Source: an optimization exercise on an open RTL-to-GDS flow (aim: small area). Production flows keep margins and buffers that such runs may drop. Where RTL was checked, it was by simulation tests only, not by an equivalence proof against the original. Power is estimated from default activity; no workload was simulated.

run D:
Design manta_style, start of the top module:
module manta_style (
    input clk,
    input rst,
    output [15:0] imem_addr,
    output        imem_re,
    input  [15:0] imem_rdata,
    output [15:0] dmem_addr,
    output        dmem_re,
    output        dmem_we,
    output [15:0] dmem_wdata,
    input  [15:0] dmem_rdata
);
    reg [15:0] id_instr;
    reg [15:0] id_pc;
    reg [15:0] ex_instr;
    reg [1:0]  mul_cnt;      
    reg [15:0] mem_res;      
    reg [15:0] mem_wd;       
    reg [3:0]  mem_dest;     
    reg        mem_ld;
    reg        mem_st;
    reg [15:0] gpr [1:15];
    wire [3:0] id_op = id_instr[15:12];
    wire [3:0] id_a  = id_instr[11:8];
    wire [3:0] id_b  = id_instr[7:4];
    wire [3:0] id_c  = id_instr[3:0];
    wire [3:0] ex_op = ex_instr[15:12];
    wire [3:0] ex_a  = ex_instr[11:8];
    wire [3:0] ex_b  = ex_instr[7:4];
    wire [3:0] ex_c  = ex_instr[3:0];
    wire ex_mul   = (ex_op == 4'h5);
    wire mul_busy = ex_mul & ~mul_cnt[1];           
    wire ex_cd    = (ex_op[3:1] == 3'b110);         
    wire [3:0] ex_dest = ex_cd ? 4'd0 : ex_c;
    wire ex_ld    = (ex_op == 4'hb);
    wire ex_stw   = (ex_op == 4'hc);
    wire [3:0] hz_rs1 = (id_op != 4'he) ? id_a : 4'd0;
    wire [3:0] hz_rs2 = (id_op < 4'h6) ? id_b : ((id_op[3:1] == 3'b110) ? id_c : 4'd0);
    wire hz1 = (hz_rs1 != 4'd0) &&
               ((hz_rs1 == ex_dest && ex_ld) || (hz_rs1 == mem_dest && mem_ld && hz_rs1 != ex_dest));
    wire hz2 = (hz_rs2 != 4'd0) &&
               ((hz_rs2 == ex_dest && ex_ld) || (hz_rs2 == mem_dest && mem_ld && hz_rs2 != ex_dest));
    wire id_ex_stall = mul_busy | hz1 | hz2;
    wire id_branch   = (id_op == 4'hd) | (id_op == 4'he) | (id_op == 4'hf);
    wire if_id_stall = id_ex_stall | id_branch;
    wire [3:0] rs1 = ex_a;
    wire [3:0] rs2 = ex_op[3] ? ex_c : ex_b;
    wire [15:0] rf1 = (rs1 == 4'd0) ? 16'd0 : gpr[rs1];
    wire [15:0] rf2 = (rs2 == 4'd0) ? 16'd0 : gpr[rs2];
  ...
==> module manta_style, before the edit <==
module manta_style (
    input clk,
    input rst,
    output [15:0] imem_addr,
    output        imem_re,
    input  [15:0] imem_rdata,
    output [15:0] dmem_addr,
    output        dmem_re,
    output        dmem_we,
    output [15:0] dmem_wdata,
    input  [15:0] dmem_rdata
);
    reg [15:0] id_instr;
    reg [15:0] id_pc;
    reg [15:0] ex_instr;
    reg [1:0]  mul_cnt;      
    reg [15:0] mem_res;      
    reg [15:0] mem_wd;       
    reg [3:0]  mem_dest;     
    reg        mem_ld;
    reg        mem_st;
    reg [15:0] gpr [1:15];
    wire [3:0] id_op = id_instr[15:12];
    wire [3:0] id_a  = id_instr[11:8];
    wire [3:0] id_b  = id_instr[7:4];
    wire [3:0] id_c  = id_instr[3:0];
    wire [3:0] ex_op = ex_instr[15:12];
    wire [3:0] ex_a  = ex_instr[11:8];
    wire [3:0] ex_b  = ex_instr[7:4];
    wire [3:0] ex_c  = ex_instr[3:0];
    wire ex_mul   = (ex_op == 4'h5);
    wire mul_busy = ex_mul & ~mul_cnt[1];           
    wire ex_cd    = (ex_op[3:1] == 3'b110);         
    wire [3:0] ex_dest = ex_cd ? 4'd0 : ex_c;
    wire ex_ld    = (ex_op == 4'hb);
    wire ex_stw   = (ex_op == 4'hc);
    wire [3:0] hz_rs1 = (id_op != 4'he) ? id_a : 4'd0;
    wire [3:0] hz_rs2 = (id_op < 4'h6) ? id_b : ((id_op[3:1] == 3'b110) ? id_c : 4'd0);
    wire hz1 = (hz_rs1 != 4'd0) &&
               ((hz_rs1 == ex_dest && ex_ld) || (hz_rs1 == mem_dest && mem_ld && hz_rs1 != ex_dest));
    wire hz2 = (hz_rs2 != 4'd0) &&
               ((hz_rs2 == ex_dest && ex_ld) || (hz_rs2 == mem_dest && mem_ld && hz_rs2 != ex_dest));
    wire id_ex_stall = mul_busy | hz1 | hz2;
    wire id_branch   = (id_op == 4'hd) | (id_op == 4'he) | (id_op == 4'hf);
    wire if_id_stall = id_ex_stall | id_branch;
    wire [3:0] rs1 = ex_a;
    wire [3:0] rs2 = ex_op[3] ? ex_c : ex_b;
    wire [15:0] rf1 = (rs1 == 4'd0) ? 16'd0 : gpr[rs1];
    wire [15:0] rf2 = (rs2 == 4'd0) ? 16'd0 : gpr[rs2];
    wire [15:0] A = (mem_dest != 4'd0 && rs1 == mem_dest) ? mem_res : rf1;
    wire [15:0] B = (mem_dest != 4'd0 && rs2 == mem_dest) ? mem_res : rf2;
    wire [15:0] imm = {12'd0, ex_b};
    wire        is_sub = (ex_op == 4'h1);
    wire        pc_rel = (ex_op == 4'hd) | (ex_op == 4'he);
    reg  [15:0] add_b;
    always @(*) begin
        case (ex_op)
            4'h0:    add_b = B;
            4'h1:    add_b = ~B;
            4'hd:    add_b = {{12{ex_b[3]}}, ex_b};
            4'he:    add_b = {{8{ex_a[3]}}, ex_a, ex_b};
            4'hf:    add_b = {{12{ex_b[3]}}, ex_b};
            default: add_b = imm;
        endcase
    end
    wire [15:0] add_a = pc_rel ? id_pc : A;
    wire [15:0] sum = add_a + add_b + {15'd0, is_sub};
    wire [15:0] pc_inc = id_pc + 16'd1;
    wire [15:0] L = (ex_op < 4'h6) ? B : imm;
    wire [16:0] prod_lo = A * B;
    wire [15:0] b_ge;
    genvar gi;
    generate
        for (gi = 0; gi < 16; gi = gi + 1) begin : g_bge
            assign b_ge[gi] = |B[15:gi];
        end
    endgenerate
    wire [15:1] ovf_terms;
    generate
        for (gi = 1; gi < 16; gi = gi + 1) begin : g_ovf
            assign ovf_terms[gi] = A[gi] & b_ge[16 - gi];
        end
    endgenerate
    wire ovf = (|ovf_terms) | prod_lo[16];
    wire [15:0] mul_res = ovf ? 16'hffff : prod_lo[15:0];
    reg [15:0] res;
    always @(*) begin
        case (ex_op)
            4'h0, 4'h1, 4'h6, 4'hb, 4'hc: res = sum;
            4'h2, 4'h7: res = A & L;
            4'h3, 4'h8: res = A | L;
            4'h4:       res = A ^ B;
            4'h5:       res = mul_res;
            4'h9:       res = A << ex_b;
            4'ha:       res = A >> ex_b;
            default:    res = pc_inc;         
        endcase
    end
    wire br_taken = ((ex_op == 4'hd) && (A != B)) | (ex_op == 4'he) | (ex_op == 4'hf);
    assign imem_re   = ~if_id_stall;
    assign imem_addr = br_taken ? sum : pc_inc;
    assign dmem_addr  = mem_res;
    assign dmem_re    = mem_ld;
    assign dmem_we    = mem_st;
    assign dmem_wdata = mem_wd;
    wire [15:0] wr_data = mem_ld ? dmem_rdata : mem_res;
    always @(posedge clk) begin
        if (rst) begin
            id_instr <= 16'd0;
            id_pc    <= 16'hffff;
        end else begin
            if (!if_id_stall) begin
                id_instr <= imem_rdata;
                id_pc    <= imem_addr;
            end else if (!id_ex_stall) begin
                id_instr <= 16'd0;
            end
        end
    end
    always @(posedge clk) begin
        if (rst) begin
            ex_instr <= 16'd0;
            mul_cnt  <= 2'd0;
        end else if (mul_busy) begin
            mul_cnt  <= mul_cnt + 2'd1;
        end else begin
            ex_instr <= id_ex_stall ? 16'd0 : id_instr;
            mul_cnt  <= 2'd0;
        end
    end
    always @(posedge clk) begin
        mem_res <= res;
        mem_wd  <= B;
        if (rst || mul_busy) begin
            mem_dest <= 4'd0;
            mem_ld   <= 1'b0;
            mem_st   <= 1'b0;
        end else begin
            mem_dest <= ex_dest;
            mem_ld   <= ex_ld;
            mem_st   <= ex_stw;
        end
    end
    wire [15:0] wr_d = wr_data & {16{~rst}};
    integer i;
    always @(posedge clk) begin
        for (i = 1; i < 16; i = i + 1) begin
            if (rst || mem_dest == i[3:0])
                gpr[i] <= wr_d;
        end
    end
endmodule
make LEC_CHECK=0 ABC_AREA=1 CAP_MARGIN=20 CORE_MARGIN=2 CORE_UTILIZATION=40 PLACE_DENSITY=0.6 SLEW_MARGIN=20 finish   # period 8.0 ns
run.sh (not shown) runs the stock make flow with config.mk's settings and CLKGATE_MAP_FILE= SYNTH_SCRIPT=/design/flow/synth_recipe.tcl, a recipe that flattens the netlist after the stock synthesis.
Changes in run C relative to run D:
--- a/flow/design.v
+++ b/flow/design.v
@@ -142,10 +142,11 @@
         end
     end
-    wire [15:0] wr_d = wr_data & {16{~rst}};
     integer i;
     always @(posedge clk) begin
         for (i = 1; i < 16; i = i + 1) begin
-            if (rst || mem_dest == i[3:0])
-                gpr[i] <= wr_d;
+            if (rst)
+                gpr[i] <= 16'd0;
+            else if (mem_dest == i[3:0])
+                gpr[i] <= wr_data;
         end
     end
Every stage of the flow completed for run C, and the final layout passed the timing, design-rule and antenna checks.
From run D to run C the numbers moved as follows: power density of the placed cells lower, combinational power lower, number of gates on the worst path with buffers counted higher, mean number of vias per cell lower.
The pin count of the biggest net entering global routing reported for run C is greater than that of run D by 350%.
Side by side, synthesized net count turned out higher in run C than in run D.
Higher clock skew goes to run C over run D.
The RTL of run D was laid out without a check of its function.

==> port drivers added, routing unchanged <==
No port has a modelled driver above. Below, the same layouts with a new extraction and two added sets of constraints. Step 1: set_driving_cell puts a clkbuf_16 on clk and a buf_2 on each other input, an assumption about the parent block. Step 2 moves the port delays by t, midway between the first and last clock arrival at a register: inputs arrive t later, outputs are due t later. That takes back most of the time a late clock gives input paths. a / b / c = no drivers / after step 1 / after step 2; a / b = the first two.
| run | t (ns) | setup slack, ns | clock arrival spread, ns | worst slew at a driven data input, ns |
|---|---|---|---|---|
| run D | 0.627 | 0.232 / 0.175 / 0.334 | 0.022 / 0.023 | 0.06 |
| run C | 0.658 | 0.201 / 0.201 / 0.201 | 0.031 / 0.030 | 0.04 |
After both steps every run listed still meets setup and hold.
